From an optimization exercise on the open Yosys and OpenROAD flow, aimed at small area; shortcuts taken in it are not production practice.
Function was checked by simulation only, so behaviour that the tests miss may differ from the original.
Power is estimated from default activity; no workload was simulated.

==> design/flow/design.v <==
module hex_decoder(hex_digit, segments);
    input [3:0] hex_digit;
    output reg [6:0] segments;
    always @(*)
        case (hex_digit)
            4'h0: segments = 7'b100_0000;
            4'h1: segments = 7'b111_1001;
            4'h2: segments = 7'b010_0100;
            4'h3: segments = 7'b011_0000;
            4'h4: segments = 7'b001_1001;
            4'h5: segments = 7'b001_0010;
            4'h6: segments = 7'b000_0010;
            4'h7: segments = 7'b111_1000;
            4'h8: segments = 7'b000_0000;
            4'h9: segments = 7'b001_1000;
            4'hA: segments = 7'b000_1000;
            4'hB: segments = 7'b000_0011;
            4'hC: segments = 7'b100_0110;
            4'hD: segments = 7'b010_0001;
            4'hE: segments = 7'b000_0110;
            4'hF: segments = 7'b000_1110;
            default: segments = 7'h7f;
        endcase
endmodule
module rate_divider_fast(rst, enable, clkin, tick, fast);
	parameter FAST_DIV = 1500000;
	parameter SLOW_DIV = 3000000;
	input rst;
	input [0:0] enable;
	input clkin;
	input fast;
	output tick;
	reg [0:0]clkout;
	reg [24:0] count;
	assign tick = enable & ~clkout & (fast ? (count >= FAST_DIV) : (count >= SLOW_DIV));
	always @(posedge clkin) begin
		if (rst) begin
			count <= 0;
			clkout <= 0;
		end
		else if (enable == 1'b1) begin
			if (fast) begin
				if (count < FAST_DIV)
					count <= count + 1;
				else begin
					count <= 0;
					clkout <= ~clkout;
				end
			end
			else begin
				if (count < SLOW_DIV)
					count <= count + 1;
				else begin
					count <= 0;
					clkout <= ~clkout;
				end
			end
		end
	end
endmodule
module rate_divider_slow(rst, enable, clkin, tick);
	parameter SECOND_DIV = 24999999;
	input rst;
	input [0:0] enable;
	input clkin;
	output tick;
	reg [0:0]clkout;
	reg [24:0] count;
	assign tick = enable & ~clkout & (count >= SECOND_DIV);
	always @(posedge clkin) begin
		if (rst) begin
			count <= 0;
			clkout <= 0;
		end
		else if (enable == 1'b1) begin
			if (count < SECOND_DIV)
				count <= count + 1;
			else begin
				count <= 0;
				clkout <= ~clkout;
			end
		end
	end
endmodule
module timeCount (rst, SW ,CLOCK_50, HEX0, HEX1, HEX2, HEX3, fast_slow);
	parameter SECOND_DIV = 24999999;
	input rst;
	input [0:0] SW;
	input CLOCK_50;
	output [6:0] HEX0, HEX1, HEX2, HEX3;
	output fast_slow;
	wire tick;
	reg [3:0] counter0, counter1, counter2, counter3;
	rate_divider_slow myDivider (rst, SW, CLOCK_50, tick);
	defparam myDivider.SECOND_DIV = SECOND_DIV;
	always @(posedge CLOCK_50) begin
		if (rst) begin
			counter0 <= 0;
			counter1 <= 0;
			counter2 <= 0;
			counter3 <= 0;
		end
		else if (tick) begin
		if (counter0 < 4'b1001)begin
			counter0 <= counter0 + 1;
		end
		else begin
			counter0 <= 0;
			counter1 <= counter1 + 1;
		end
		if (counter1 == 4'b1001) begin
			counter1 <= 0;
			counter2 <= counter2 + 1;
		end
		if (counter2 == 4'b1001) begin
			counter2 <= 0;
			counter3 <= counter3 + 1;
		end
		end
	end
	assign fast_slow = (counter1) % 2;
	hex_decoder myHEX0(counter0, HEX0);
	hex_decoder myHEX1(counter1, HEX1);
	hex_decoder myHEX2(counter2, HEX2);
	hex_decoder myHEX3(counter3, HEX3);
endmodule
module ps2_keyboard (
    input clk,                
    input rst,                
    input ps2_clk,            
    input ps2_data,           
    output reg w, a, s, d,    
    output reg up, left, down, right   
);
    reg [10:0] shift_reg;   
    reg [3:0] bit_count;    
    reg [7:0] last_key;
    reg key_released;       
    reg [2:0] ps2_clk_s;    
    reg [1:0] ps2_data_s;   
    wire ps2_fall = ps2_clk_s[2] & ~ps2_clk_s[1];
    always @(posedge clk) begin
        if (rst) begin
            ps2_clk_s <= 3'b111;
            ps2_data_s <= 2'b11;
        end else begin
            ps2_clk_s <= {ps2_clk_s[1:0], ps2_clk};
            ps2_data_s <= {ps2_data_s[0], ps2_data};
        end
    end
    always @(posedge clk) begin
        if (rst) begin
            shift_reg <= 0;
            bit_count <= 0;
            last_key <= 0;
        end else if (ps2_fall) begin
        if (bit_count < 11) begin
            shift_reg <= {ps2_data_s[1], shift_reg[10:1]};  
            bit_count <= bit_count + 1;
        end 
        if (bit_count == 10) begin
            last_key <= shift_reg[8:1];  
            bit_count <= 0;              
        end
        end
    end
    always @(posedge clk) begin
        if (rst) begin
            key_released <= 0;
            w <= 0; a <= 0; s <= 0; d <= 0;
            up <= 0; left <= 0; down <= 0; right <= 0;
        end else
        if (last_key == 8'b11110000) begin  
            key_released <= 1;
        end else if (key_released) begin
            case (last_key)
                8'b00011101: w <= 0;   
                8'b00011011: s <= 0;   
                8'b00011100: a <= 0;   
                8'b00100011: d <= 0;   
                8'b01110101: up <= 0;   
                8'b01110010: down <= 0;  
                8'b01101011: left <= 0;  
                8'b01110100: right <= 0;  
            endcase
            key_released <= 0;
        end else begin
            case (last_key)
                8'b00011101: w <= 1;    
                8'b00011011: s <= 1;    
                8'b00011100: a <= 1;    
                8'b00100011: d <= 1;    
                8'b01110101: up <= 1;   
                8'b01110010: down <= 1;  
                8'b01101011: left <= 1;  
                8'b01110100: right <= 1;  
            endcase
        end
    end
endmodule
module vga_address_translator(x, y, mem_address);
	parameter RESOLUTION = "320x240";
	input [((RESOLUTION == "320x240") ? (8) : (7)):0] x; 
	input [((RESOLUTION == "320x240") ? (7) : (6)):0] y;	
	output reg [((RESOLUTION == "320x240") ? (16) : (14)):0] mem_address;
	wire [16:0] res_320x240 = ({1'b0, y, 8'd0} + {1'b0, y, 6'd0} + {1'b0, x});
	wire [15:0] res_160x120 = ({1'b0, y, 7'd0} + {1'b0, y, 5'd0} + {1'b0, x});
	always @(*)
	begin
		if (RESOLUTION == "320x240")
			mem_address = res_320x240;
		else
			mem_address = res_160x120[14:0];
	end
endmodule
module vga_controller(	vga_clock, resetn, rst, pixel_colour, memory_address, 
		VGA_R, VGA_G, VGA_B,
		VGA_HS, VGA_VS, VGA_BLANK,
		VGA_SYNC);
	parameter BITS_PER_COLOUR_CHANNEL = 1;
	parameter MONOCHROME = "FALSE";
	parameter RESOLUTION = "320x240";
	parameter C_VERT_NUM_PIXELS  = 10'd480;
	parameter C_VERT_SYNC_START  = 10'd493;
	parameter C_VERT_SYNC_END    = 10'd494;  
	parameter C_VERT_TOTAL_COUNT = 10'd525;
	parameter C_HORZ_NUM_PIXELS  = 10'd640;
	parameter C_HORZ_SYNC_START  = 10'd659;
	parameter C_HORZ_SYNC_END    = 10'd754;  
	parameter C_HORZ_TOTAL_COUNT = 10'd800;	
	input vga_clock, resetn;
	input rst;  
	input [((MONOCHROME == "TRUE") ? (0) : (BITS_PER_COLOUR_CHANNEL*3-1)):0] pixel_colour;
	output [((RESOLUTION == "320x240") ? (16) : (14)):0] memory_address;
	output reg [9:0] VGA_R;
	output reg [9:0] VGA_G;
	output reg [9:0] VGA_B;
	output reg VGA_HS;
	output reg VGA_VS;
	output reg VGA_BLANK;
	output VGA_SYNC;
	reg VGA_HS1;
	reg VGA_VS1;
	reg VGA_BLANK1; 
	reg [9:0] xCounter, yCounter;
	wire xCounter_clear;
	wire yCounter_clear;
	wire vcc;
	reg [((RESOLUTION == "320x240") ? (8) : (7)):0] x; 
	reg [((RESOLUTION == "320x240") ? (7) : (6)):0] y;	
	assign vcc =1'b1;
	always @(posedge vga_clock)
	begin
		if (!resetn || rst)
			xCounter <= 10'd0;
		else if (xCounter_clear)
			xCounter <= 10'd0;
		else
		begin
			xCounter <= xCounter + 1'b1;
		end
	end
	assign xCounter_clear = (xCounter == (C_HORZ_TOTAL_COUNT-1));
	always @(posedge vga_clock)
	begin
		if (!resetn || rst)
			yCounter <= 10'd0;
		else if (xCounter_clear && yCounter_clear)
			yCounter <= 10'd0;
		else if (xCounter_clear)		 
			yCounter <= yCounter + 1'b1;
	end
	assign yCounter_clear = (yCounter == (C_VERT_TOTAL_COUNT-1)); 
	always @(*)
	begin
		if (RESOLUTION == "320x240")
		begin
			x = xCounter[9:1];
			y = yCounter[8:1];
		end
		else
		begin
			x = xCounter[9:2];
			y = yCounter[8:2];
		end
	end
	vga_address_translator controller_translator(
					.x(x), .y(y), .mem_address(memory_address) );
		defparam controller_translator.RESOLUTION = RESOLUTION;
	always @(posedge vga_clock)
	if (rst)
	begin
		VGA_HS1 <= 1'b1;
		VGA_VS1 <= 1'b1;
		VGA_BLANK1 <= 1'b0;
		VGA_HS <= 1'b1;
		VGA_VS <= 1'b1;
		VGA_BLANK <= 1'b0;
	end
	else
	begin
		VGA_HS1 <= ~((xCounter >= C_HORZ_SYNC_START) && (xCounter <= C_HORZ_SYNC_END));
		VGA_VS1 <= ~((yCounter >= C_VERT_SYNC_START) && (yCounter <= C_VERT_SYNC_END));
		VGA_BLANK1 <= ((xCounter < C_HORZ_NUM_PIXELS) && (yCounter < C_VERT_NUM_PIXELS));	
		VGA_HS <= VGA_HS1;
		VGA_VS <= VGA_VS1;
		VGA_BLANK <= VGA_BLANK1;	
	end
	assign VGA_SYNC = vcc;
	integer index;
	integer sub_index;
	always @(*)
	begin		
		VGA_R = 'b0;
		VGA_G = 'b0;
		VGA_B = 'b0;
		if (MONOCHROME == "FALSE")
		begin
			for (index = 10-BITS_PER_COLOUR_CHANNEL; index >= 0; index = index - BITS_PER_COLOUR_CHANNEL)
			begin
				for (sub_index = BITS_PER_COLOUR_CHANNEL - 1; sub_index >= 0; sub_index = sub_index - 1)
				begin
					VGA_R[sub_index+index] = pixel_colour[sub_index + BITS_PER_COLOUR_CHANNEL*2];
					VGA_G[sub_index+index] = pixel_colour[sub_index + BITS_PER_COLOUR_CHANNEL];
					VGA_B[sub_index+index] = pixel_colour[sub_index];
				end
			end	
		end
		else
		begin
			for (index = 0; index < 10; index = index + 1)
			begin
				VGA_R[index] = pixel_colour[0:0];
				VGA_G[index] = pixel_colour[0:0];
				VGA_B[index] = pixel_colour[0:0];
			end	
		end
	end
endmodule
module vga_adapter(
			resetn,
			clock,
			colour,
			x, y, plot,
			VGA_R,
			VGA_G,
			VGA_B,
			VGA_HS,
			VGA_VS,
			VGA_BLANK,
			VGA_SYNC,
			mem_we, mem_waddr, mem_wdata, mem_raddr, mem_rdata,
			rst);
	parameter BITS_PER_COLOUR_CHANNEL = 1;
	parameter MONOCHROME = "FALSE";
	parameter RESOLUTION = "320x240";
	parameter BACKGROUND_IMAGE = "background.mif";
	input resetn;
	input clock;
	input [((MONOCHROME == "TRUE") ? (0) : (BITS_PER_COLOUR_CHANNEL*3-1)):0] colour;
	input [((RESOLUTION == "320x240") ? (8) : (7)):0] x; 
	input [((RESOLUTION == "320x240") ? (7) : (6)):0] y;
	input plot;
	output [9:0] VGA_R;
	output [9:0] VGA_G;
	output [9:0] VGA_B;
	output VGA_HS;
	output VGA_VS;
	output VGA_BLANK;
	output VGA_SYNC;
	output mem_we;
	output [((RESOLUTION == "320x240") ? (16) : (14)):0] mem_waddr;
	output [((MONOCHROME == "TRUE") ? (0) : (BITS_PER_COLOUR_CHANNEL*3-1)):0] mem_wdata;
	output [((RESOLUTION == "320x240") ? (16) : (14)):0] mem_raddr;
	input [((MONOCHROME == "TRUE") ? (0) : (BITS_PER_COLOUR_CHANNEL*3-1)):0] mem_rdata;
	input rst;
	wire valid_160x120;
	wire valid_320x240;
	wire writeEn;
	wire [((MONOCHROME == "TRUE") ? (0) : (BITS_PER_COLOUR_CHANNEL*3-1)):0] to_ctrl_colour;
	wire [((RESOLUTION == "320x240") ? (16) : (14)):0] user_to_video_memory_addr;
	wire [((RESOLUTION == "320x240") ? (16) : (14)):0] controller_to_video_memory_addr;
	wire vcc, gnd;
	assign vcc = 1'b1;
	assign gnd = 1'b0;
	vga_address_translator user_input_translator(
					.x(x), .y(y), .mem_address(user_to_video_memory_addr) );
		defparam user_input_translator.RESOLUTION = RESOLUTION;
	assign valid_160x120 = (({1'b0, x} >= 0) & ({1'b0, x} < 160) & ({1'b0, y} >= 0) & ({1'b0, y} < 120)) & (RESOLUTION == "160x120");
	assign valid_320x240 = (({1'b0, x} >= 0) & ({1'b0, x} < 320) & ({1'b0, y} >= 0) & ({1'b0, y} < 240)) & (RESOLUTION == "320x240");
	assign writeEn = (plot) & (valid_160x120 | valid_320x240);
	assign mem_we = writeEn;
	assign mem_waddr = user_to_video_memory_addr;
	assign mem_wdata = colour;
	assign mem_raddr = controller_to_video_memory_addr;
	assign to_ctrl_colour = mem_rdata;
	vga_controller controller(
			.vga_clock(clock),
			.resetn(resetn),
			.rst(rst),
			.pixel_colour(to_ctrl_colour),
			.memory_address(controller_to_video_memory_addr), 
			.VGA_R(VGA_R),
			.VGA_G(VGA_G),
			.VGA_B(VGA_B),
			.VGA_HS(VGA_HS),
			.VGA_VS(VGA_VS),
			.VGA_BLANK(VGA_BLANK),
			.VGA_SYNC(VGA_SYNC)
		);
		defparam controller.BITS_PER_COLOUR_CHANNEL  = BITS_PER_COLOUR_CHANNEL ;
		defparam controller.MONOCHROME = MONOCHROME;
		defparam controller.RESOLUTION = RESOLUTION;
endmodule
module game (
    CLOCK_50,                            
    rst,                                 
    KEY,
    SW,
    VGA_HS,                              
    VGA_VS,                              
    VGA_BLANK_N,                         
    VGA_SYNC_N,                          
    VGA_R,                               
    VGA_G,                               
    VGA_B,                               
    ps2_clk,        
    ps2_data,       
    HEX0,
    HEX1,
    HEX2,
    HEX3,
    HEX4,
    HEX5,
    HEX6,
    HEX7,
    LEDR,
    fb_we,
    fb_waddr,
    fb_wdata,
    fb_raddr,
    fb_rdata
    );
    parameter FAST_DIV   = 15;         
    parameter SLOW_DIV   = 30;         
    parameter SECOND_DIV = 249;        
    input       CLOCK_50;
    input       rst;
    input       [17:0] SW;
    input       [3:0] KEY;
    input ps2_clk;        
    input ps2_data;       
    output [6:0] HEX0, HEX1, HEX2, HEX3, HEX4, HEX6, HEX5, HEX7;
    output [0:0] LEDR;
    output      VGA_HS;                  
    output      VGA_VS;                  
    output      VGA_BLANK_N;             
    output      VGA_SYNC_N;              
    output      [9:0] VGA_R;             
    output      [9:0] VGA_G;             
    output      [9:0] VGA_B;             
    output      fb_we;
    output      [14:0] fb_waddr;
    output      [2:0] fb_wdata;
    output      [14:0] fb_raddr;
    input       [2:0] fb_rdata;
    wire w, a, s, d, up, left, down, right;
    wire resetn;
    assign resetn = KEY[0];
    wire [7:0] t1x, t2x;
	reg [7:0] x;
	reg [6:0] y;
	reg [2:0] colour;
    wire [6:0] t1y, t2y;
    wire [1:0] xposoff1, yposoff1, xposoff2, yposoff2;
    reg [1:0] switch;
	reg writeEn;
    wire clk_out_fast;
    reg [24:0] counter;
	reg p1Dead, p2Dead;
	wire fast;
	reg [31:0] i, j;
    rate_divider_fast fast_clk(
        .rst(rst),
        .enable(SW[17]),
        .clkin(CLOCK_50),
        .fast(fast),
        .tick(clk_out_fast));
    defparam fast_clk.FAST_DIV = FAST_DIV;
    defparam fast_clk.SLOW_DIV = SLOW_DIV;
    ps2_keyboard teclado (
        .clk(CLOCK_50),
        .rst(rst),
        .ps2_clk(ps2_clk),
        .ps2_data(ps2_data),
        .w(w), .a(a), .s(s), .d(d),
        .up(up), .left(left), .down(down), .right(right)
    );
    vga_adapter VGA(
        .resetn(1'b1),
        .rst(rst),
        .clock(CLOCK_50),
        .colour(colour),
        .x(x),
        .y(y),
        .plot(writeEn),
        .VGA_R(VGA_R),
        .VGA_G(VGA_G),
        .VGA_B(VGA_B),
        .VGA_HS(VGA_HS),
        .VGA_VS(VGA_VS),
        .VGA_BLANK(VGA_BLANK_N),
        .VGA_SYNC(VGA_SYNC_N),
        .mem_we(fb_we),
        .mem_waddr(fb_waddr),
        .mem_wdata(fb_wdata),
        .mem_raddr(fb_raddr),
        .mem_rdata(fb_rdata));
    defparam VGA.RESOLUTION = "160x120";
    defparam VGA.MONOCHROME = "FALSE";
    defparam VGA.BITS_PER_COLOUR_CHANNEL = 1;
    wire reposition;
    wire p1_left, p1_right, p1_up, p1_down;
    wire p2_left, p2_right, p2_up, p2_down;
    assign p1_left  = a | SW[12];
    assign p1_down  = s | SW[11];
    assign p1_up    = w | SW[10];
    assign p1_right = d | SW[9];
    assign p2_left  = left  | SW[3];
    assign p2_down  = down  | SW[2];
    assign p2_up    = up    | SW[1];
    assign p2_right = right | SW[0];
    tron_datapath_1 d1(
        .clk(CLOCK_50),
        .rst(rst),
        .en(clk_out_fast),
        .coordsX(t1x),
        .coordsY(t1y),
        .xOffset(xposoff1),
        .yOffset(yposoff1),
        .resetn(reposition));
	assign reposition = ~KEY[0] || p1Dead || p2Dead;
    tron_datapath_2 d2(
        .clk(CLOCK_50),
        .rst(rst),
        .en(clk_out_fast),
        .coordsX(t2x),
        .coordsY(t2y),
        .xOffset(xposoff2),
		  .yOffset(yposoff2),
        .resetn(reposition));
     tron_control c1 (
        .clk(CLOCK_50),
        .rst(rst),
        .SW({p1_left, p1_down, p1_up, p1_right}),
        .resetn(KEY[3] || p1Dead || p2Dead),
        .xOffset(xposoff1),
        .yOffset(yposoff1)
    );
     tron_control c2 (
        .clk(CLOCK_50),
        .rst(rst),
        .SW({p2_left, p2_down, p2_up, p2_right}),
        .resetn(KEY[3] || p1Dead || p2Dead),
        .xOffset(xposoff2),
        .yOffset(yposoff2)
    );
    timeCount count(
       .rst(rst),
       .SW(SW[17]),
       .CLOCK_50(CLOCK_50),
       .HEX0(HEX0),
       .HEX1(HEX1),
       .HEX2(HEX2),
       .HEX3(HEX3),
		 .fast_slow(fast));
    defparam count.SECOND_DIV = SECOND_DIV;
    always @(posedge CLOCK_50) begin
	   if (rst) begin
		p1Dead <= 0;
		p2Dead <= 0;
		i <= 11;
		j <= 18;
		x <= 0;
		y <= 0;
		colour <= 0;
		writeEn <= 0;
		switch <= 0;
		counter <= 0;
	   end
	   else begin
		 if (reposition) begin
		    writeEn <= 1;
			colour <= 3'b000;
			if (i == 148 && j == 107) begin
				p1Dead <= 0;
				p2Dead <= 0;
			    i <= 11;
				j <= 18;
				writeEn <= 0;
			end
			else if (i < 148 && j == 107) begin
				i <= i + 1;
				j <= 18;
			end
			else if (j < 107) begin
				j <= j + 1;
			end
			x <= i[7:0];
			y <= j[6:0];
		 end
		 if (~reposition) begin
			if (switch == 2'b00) begin
				if((t1x == t2x && t1y ==t2y) || t1x == 8'd10 || t1x == 8'd149 || t1y == 7'd17 || t1y == 7'd108) begin
				    p1Dead <= 1;
				end
			    else begin
					x <= t1x;
					y <= t1y;
					colour <= 3'b001;
					writeEn <= 1;
					switch <= switch + 1;
				end
			end
			else if (switch == 2'b01) begin
				if((t1x == t2x && t1y ==t2y) || t2x == 8'd10 || t2x == 8'd149 || t2y == 7'd17 || t2y == 7'd108) begin
					p2Dead <= 1;
				end
				else begin
					x <= t2x;
					y <= t2y;
					colour <= 3'b100;
					writeEn <= 1;
					switch <= switch + 1;
				end
			end
		else
			writeEn <= 0;
			 if (fast) begin
			   if (counter < FAST_DIV - 1)
			    counter <= counter + 1;
				else begin
					counter <= 0;
					switch <= 0;
			end
			 end
			 else begin
		    if (counter < SLOW_DIV - 1)
			    counter <= counter + 1;
	        else begin
				counter <= 0;
				switch <= 0;
			end
			end
	  end
	  end
    end
	assign LEDR[0] = p1Dead || p2Dead;
	scoreKeep player1Score(CLOCK_50, rst, p2Dead, HEX6);
	scoreKeep player2Score(CLOCK_50, rst, p1Dead, HEX4);
	scoreKeep player1ScoreH(CLOCK_50, rst, ~KEY[2], HEX7);  
	scoreKeep player2ScoreH(CLOCK_50, rst, ~KEY[1], HEX5);  
endmodule
module scoreKeep(
		input clk,
		input rst,
		input givePoint,
		output [6:0] hex0,
		output [6:0] hex1);
	reg [3:0] ones, tens;
	reg givePoint_q;
	always@(posedge clk) begin
		if (rst) begin
			ones <= 0;
			tens <= 0;
			givePoint_q <= 0;
		end
		else begin
			givePoint_q <= givePoint;
			if (givePoint && !givePoint_q) begin
				if (ones < 9) begin
					ones <= ones + 1;
				end
				else begin
					ones <= 0;
					tens <= tens + 1;
				end
			end
		end
	end
	hex_decoder hex6(ones, hex0);
	hex_decoder hex7(tens, hex1);
endmodule
module tron_datapath_1(
    input clk,
    input rst,
    input en,
    input [1:0] xOffset,
    input  [1:0] yOffset,
    input resetn,
    output [7:0] coordsX,
    output [6:0] coordsY);
    reg [7:0] y_coordinate;
	reg [7:0] x_coordinate;
    always @(posedge clk) begin
		if (rst) begin
			x_coordinate <= 8'd25;
			y_coordinate <= 7'd100;
		end
		else if (en) begin
		if (resetn != 1) begin
		    if (xOffset == 2'b01)begin
				x_coordinate <= x_coordinate + 1'b1;
		     end
		    else if (xOffset == 2'b10) begin
			    x_coordinate <= x_coordinate - 1'b1;
		    end
		    if (yOffset == 2'b01)begin
			    y_coordinate <= y_coordinate + 1'b1;
		    end
		    else if (yOffset == 2'b10) begin
			    y_coordinate <= y_coordinate - 1'b1;
		    end
		end
	   else begin
		    x_coordinate <= 8'd25;
		    y_coordinate <= 7'd100;
	   end
		end
	end
	assign coordsY = y_coordinate[6:0];
    assign coordsX = x_coordinate;
endmodule
module tron_datapath_2(
    input clk,
    input rst,
    input en,
    output [7:0] coordsX,
	output [6:0] coordsY,
    input [1:0] xOffset,
    input  [1:0] yOffset,
    input resetn);
    reg [7:0] y_coordinate;
	reg [7:0] x_coordinate;
    always @(posedge clk) begin
		if (rst) begin
			x_coordinate <= 8'd135;
			y_coordinate <= 7'd100;
		end
		else if (en) begin
		if (resetn != 1) begin
		if (xOffset == 2'b01)begin
			x_coordinate <= x_coordinate + 1'b1;
		end
		else if (xOffset == 2'b10) begin
			x_coordinate <= x_coordinate - 1'b1;
		end
		if (yOffset == 2'b01)begin
			y_coordinate <= y_coordinate + 1'b1;
		end
		else if (yOffset == 2'b10) begin
			y_coordinate <= y_coordinate - 1'b1;
		end
		end
		else begin
			x_coordinate <= 8'd135;
			y_coordinate <= 7'd100;
		end
		end
	end
    assign coordsY = y_coordinate[6:0];
    assign coordsX = x_coordinate;
endmodule
module tron_control(
    input clk,
    input rst,
    input resetn,
	input [3:0] SW,
    output reg [1:0] xOffset,
    output reg [1:0] yOffset);
    reg [2:0] current_state, next_state;
    localparam  down = 2'b00,
                right = 2'b01,
                up = 2'b10,
                left = 2'b11;
    always@(posedge clk)
    begin: state_table
      if (rst)
        next_state <= 3'd0;
      else
      case (current_state)
        up: begin: turn_table_1
			       case (SW[3:0])
				         4'b0001: next_state <= right;
				         4'b1000: next_state <= left;
				         default: next_state <= up;
			       endcase
			end
		right: begin: turn_table_2
				    case (SW[3:0])
					     4'b0010: next_state <= up;
					     4'b0100: next_state <= down;
					     default: next_state <= right;
				     endcase
			 end
		down: begin: turn_table_3
				      case (SW[3:0])
					     4'b0001: next_state <= right;
					     4'b1000: next_state <= left;
					     default: next_state <= down;
			         endcase
            end
		left: begin: turn_table_4
				      case (SW[3:0])
					     4'b0100: next_state <= down;
					     4'b0010: next_state <= up;
					     default: next_state <= left;
				     endcase
            end
      default: next_state <= up;
      endcase
  end
  always@(*)
  begin: make_output
      case(current_state)
       up: begin
				        xOffset = 2'b00;
				        yOffset = 2'b01;
			        end
	   right: begin
				        xOffset = 2'b01;
				        yOffset = 2'b00;
		         end
       down: begin
                xOffset = 2'b00;
                yOffset = 2'b10;
		         end
       left: begin
				        yOffset = 2'b00;
				        xOffset = 2'b10;
			       end
      default: begin
			        	xOffset = 2'b00;
				        yOffset = 2'b00;
			         end
      endcase
    end
    always@(posedge clk)
    begin: state_FFs
        if (rst)
            current_state <= 3'd0;
        else if(!resetn)  
            current_state <= down;
		else
            current_state <= next_state;
    end
endmodule
==> design/flow/run.sh <==
#!/bin/bash
# synth_recipe.tcl (not shown) runs the flow's synth.tcl, then flattens the netlist and writes it again
# the make line also repeats each setting of config.mk as NAME=value (left out here)
make -C /OpenROAD-flow-scripts/flow DESIGN_CONFIG=/design/flow/config.mk WORK_HOME=/design/flow/orfs CLKGATE_MAP_FILE= SYNTH_SCRIPT=/design/flow/synth_recipe.tcl finish
==> design/flow/config.mk <==
export PLATFORM = sky130hd
export DESIGN_NAME = game
export DESIGN_NICKNAME = game
export VERILOG_FILES = /design/flow/design.v
export SDC_FILE = /design/flow/constraint.sdc
export NUM_CORES = 4
export LEC_CHECK = 0
export CAP_MARGIN = 20
export CORE_MARGIN = 2
export CORE_UTILIZATION = 40
export PLACE_DENSITY = 0.6
export SLEW_MARGIN = 20
==> design/flow/constraint.sdc <==
create_clock -name core_clock -period 8.0 [get_ports {CLOCK_50}]
set_input_delay 1.6000 -clock core_clock [delete_from_list [all_inputs] [get_ports {CLOCK_50}]]
set_output_delay 1.6000 -clock core_clock [all_outputs]
set_load 0.01 [all_outputs]
==> impl_metrics.yaml <==
drt:
  drtAntennaViolNets: 0
  drt_wl_total_mm: 40.8
  drt_iter0_markers: 893
  dr.pass1.iters: 5
  vias_per_cell: 5.30
  vias: 14791
  routedWlPerCell_um: 14.6
  remaining_drc_errors: 0
pwr:
  switching_power_mw: 0.899
  p_leak_nw: 8.35
  p_int_mw: 3.04
  peakVddDrop_mv: 0.167
  p_total_mw: 3.94
  switching_share_pct: 22.8
  comb_power_share_pct: 6.2
  p_per_area_mw_per_mm2: 187
  clockPowerShare_pct: 47.7
  sequentialPowerShare_pct: 46.2
final_layout:
  final_cell_mix: "356 x dfxtp_1, 283 x nor2_1, 134 x nand2_1"
  area_growth_pct: 14.7
  reg.largest.list: "i (32), j (32)"
  final_layout_size_suffix_gt1_share_pct: 5.47
  multi_input_area_mm2: 0.0103
  layout.nets: 2329
  final_area_mm2: 0.0211
  layout_commonest_cell: "dfxtp_1"
  seq_area_mm2: 0.00713
  n_fill_cell: 4345
  fin_cells: 2793
  antenna_cells: 0
global_route:
  track_usage_pct: 17.0
  grt_pass1_vias: 14175
  grt_max_degree: 60
  grt_pass1_wl_mm: 68.4
  grt_overflow: 0
  antenna_found_initial: 0
synthesis:
  synth_ff_type: "dfxtp_1"
  seq_area_frac_synth_pct: 38.7
  synth-seq-cells: 356
  synth_edf_count: 0
  syn_inst: 2110
  yosysUniqueCellTypes: 91
  synth_area_mm2: 0.0184
  syn_nets: 2276
  synth-async-reset-ratio_pct: 0
  yosys_warnings: 12
  synth_area_per_cell_um2: 8.72
timing:
  period_share_pct: 63.3
  max_freq_ghz: 0.197
  slew_headroom_pct: 34.9
  period_needed_ns: 5.07
  finalMaxSlewViolations: 0
  fin_setup_tns_ns: 0
  worstMarginPinSlew_ns: 0.968
  finalSetupViolCount: 0
  final-hold-violation-count: 0
  fin_worst_skew_ns: 0.0241
  rsz0062_at_grt: "no"
setup_path:
  timing.rr.start: "count.myDivider.count[0]"
  crit_chain: "fa_1, ha_1, a21o_1, a21oi_1, o21bai_1, a21oi_1, o21ai_0, xor2_1, clkdlybuf4s50_1"
  crit_family: "compound AO/OA/AOI/OAI gates"
  critPathCaptureType: "output port"
  cp-start-kind: "register"
  rrSetupSlack_ns: 4.64
  required_ns: 6.40
  crit_arrival_ns: 3.47
  critPathSlowestCell: "clkdlybuf4s50_1"
  rr_endpoint: "HEX3[3]"
  rr_worst_depth: 11
  path_max_fanout: 8
  cpPeakStageDelay_ns: 0.55
  path_common_cell: "a21oi_1"
  cp_num_buf_inv: 1
  crit_type: "reg -> out"
die:
  row_count: 78
  start_util_pct: 40.5
  io_pins: 154
  fp.dieH_um: 218
  die_x_um: 218
  core_area_mm2: 0.0454
  die_area_mm2: 0.0477
cts:
  cts-buffers-inserted: 41
  clock-root-buffer: "clkbuf_16"
  htree_levels: 2
  path_clk_slew_ns: 0.06
  cts-resized-gates: 0
  cts_setup_buffers: 0
  cts_max_path_buffers: 3
  numClockSinks: 356
  clkLatencyLatePin_ns: 0.56
  cts_tree: "yes"
  cts_hold_buf: 0
worst_hold_path:
  hold_end: "teclado.ps2_clk_s[1]"
  hp-start: "teclado.ps2_clk_s[0]"
  holdPathStages: 1
  min_path_type: "reg -> reg"
place:
  post-dp-hpwl_mm: 28.7
  io_buffers: 110
  gp_congestion: 0.850
  dp_cells: 2720
  placed_area_mm2: 0.0197
run_status:
  outcome: "complete, no violations"
job:
  drv_cap: 0
## logic make-up (layout without fill, tap and decap cells)
| kind of cell | Yosys count | in the layout | synth area share [%] |
|---|---|---|---|
| adder cells (fa/ha/maj) | 137 | 137 | 9.64 |
| multiplexers | 46 | 46 | 2.54 |
| flip-flops | 356 | 356 | 38.7 |
| AND/OR/NAND/NOR | 811 | 811 | 22.3 |
| buffers and inverters | 210 | 293 | 5.26 |
| AO/OA/AOI/OAI | 401 | 401 | 14.4 |
| XOR/XNOR | 148 | 148 | 7.13 |
| other | 1 | 1 | 0.0204 |
## worst max path at each step
stage | from | end | slack, ns | depth (start not counted)
CTS | VGA.controller.yCounter[4] | fb_raddr[13] | 2.86 | 9
finish | VGA.controller.yCounter[4] | fb_raddr[13] | 2.93 | 9
detailed placement | SW[17] | HEX3[3] | 2.68 | 10
global route | VGA.controller.yCounter[4] | fb_raddr[13] | 2.73 | 9
global placement | SW[17] | HEX3[3] | 2.78 | 10
floorplan | SW[17] | HEX3[3] | 4.07 | 12
## cells in the mapped netlist (all sizes together) (9+ instances only)
cell type,instances,area [um2]
inv,100,375
buf,67,430
a221oi,18,158
and2,36,225
nor4bb,9,90.1
nor2,283,1060
mux2i,44,440
nand2,134,503
xor2,60,526
a21o,15,113
o21ai,75,375
o22ai,17,106
ha,129,1610
or2,11,68.8
a31oi,31,209
or3,9,56.3
nand3,74,375
o21a,11,82.6
nor4,46,334
nand2b,21,131
and3,47,295
clkbuf,43,161
nor3,39,200
nand4,39,250
nor2b,26,163
xnor2,88,786
dfxtp,356,7130
a21oi,125,626
a211oi,16,120
## per-stage QoR
step	util (%)	hold WS (ns)	setup slack [ns]
after floorplan	-	0.389	4.07
after global placement	43.5	0.394	2.78
after global routing	46.5	0.424	2.73
after CTS	46.5	0.410	2.86
final	46.5	0.406	2.93
after detailed placement	43.5	0.396	2.68
## cell type report
class | count | area share, %
Multi-Input combinational cell | 1544 | 48.9
Tap cell | 600 | 3.56
Sequential cell | 356 | 33.8
Inverter | 100 | 1.78
Timing Repair Buffer | 120 | 5.56
Clock buffer | 60 | 5.73
Clock inverter | 13 | 0.705
## power groups by stage
stage | clock network [mW] | registers (mW) | logic [mW]
2_1_floorplan | 0 | 1.86 | 0.173
3_3_place_gp | 0 | 1.86 | 0.238
3_5_place_dp | 0 | 1.86 | 0.243
4_1_cts | 1.94 | 1.82 | 0.244
5_1_grt | 2.01 | 1.82 | 0.270
6_report | 1.88 | 1.82 | 0.243
## metal layers
metal / wire length, um / vias to the layer above / GRT usage, %
met5: 0 / - / 0
met4: 958 / 0 / 5.26
met3: 1690 / 67 / 3.30
met2: 19500 / 269 / 29.1
met1: 18600 / 6942 / 21.7
li1: - / 7513 / -

what the ideal ports hide:
How much do the figures lean on ideal ports? The routed layout below was timed once more, with nothing changed but the port constraints.
Step 1 sets driving cells, clkbuf_16 on the clock port and buf_2 on the other inputs (assumed; they add their load-dependent delay and slew).
Step 2 times the ports against the registers' clock, not the clock port: input delays grow and output delays shrink by t, the midpoint of the rising clock arrivals with the driver on.
Three values: ideal ports, drivers, drivers and shift; two values: the first two.
shift t [ns]: 0.597
slack for setup (ns): 2.935 / 2.883 / 2.626
clock arrival spread, ns: 0.026 / 0.025
After both steps this run still meets setup and hold. For this run, drivers alone change the setup slack by -0.052 ns; drivers and shift together by -0.309 ns.
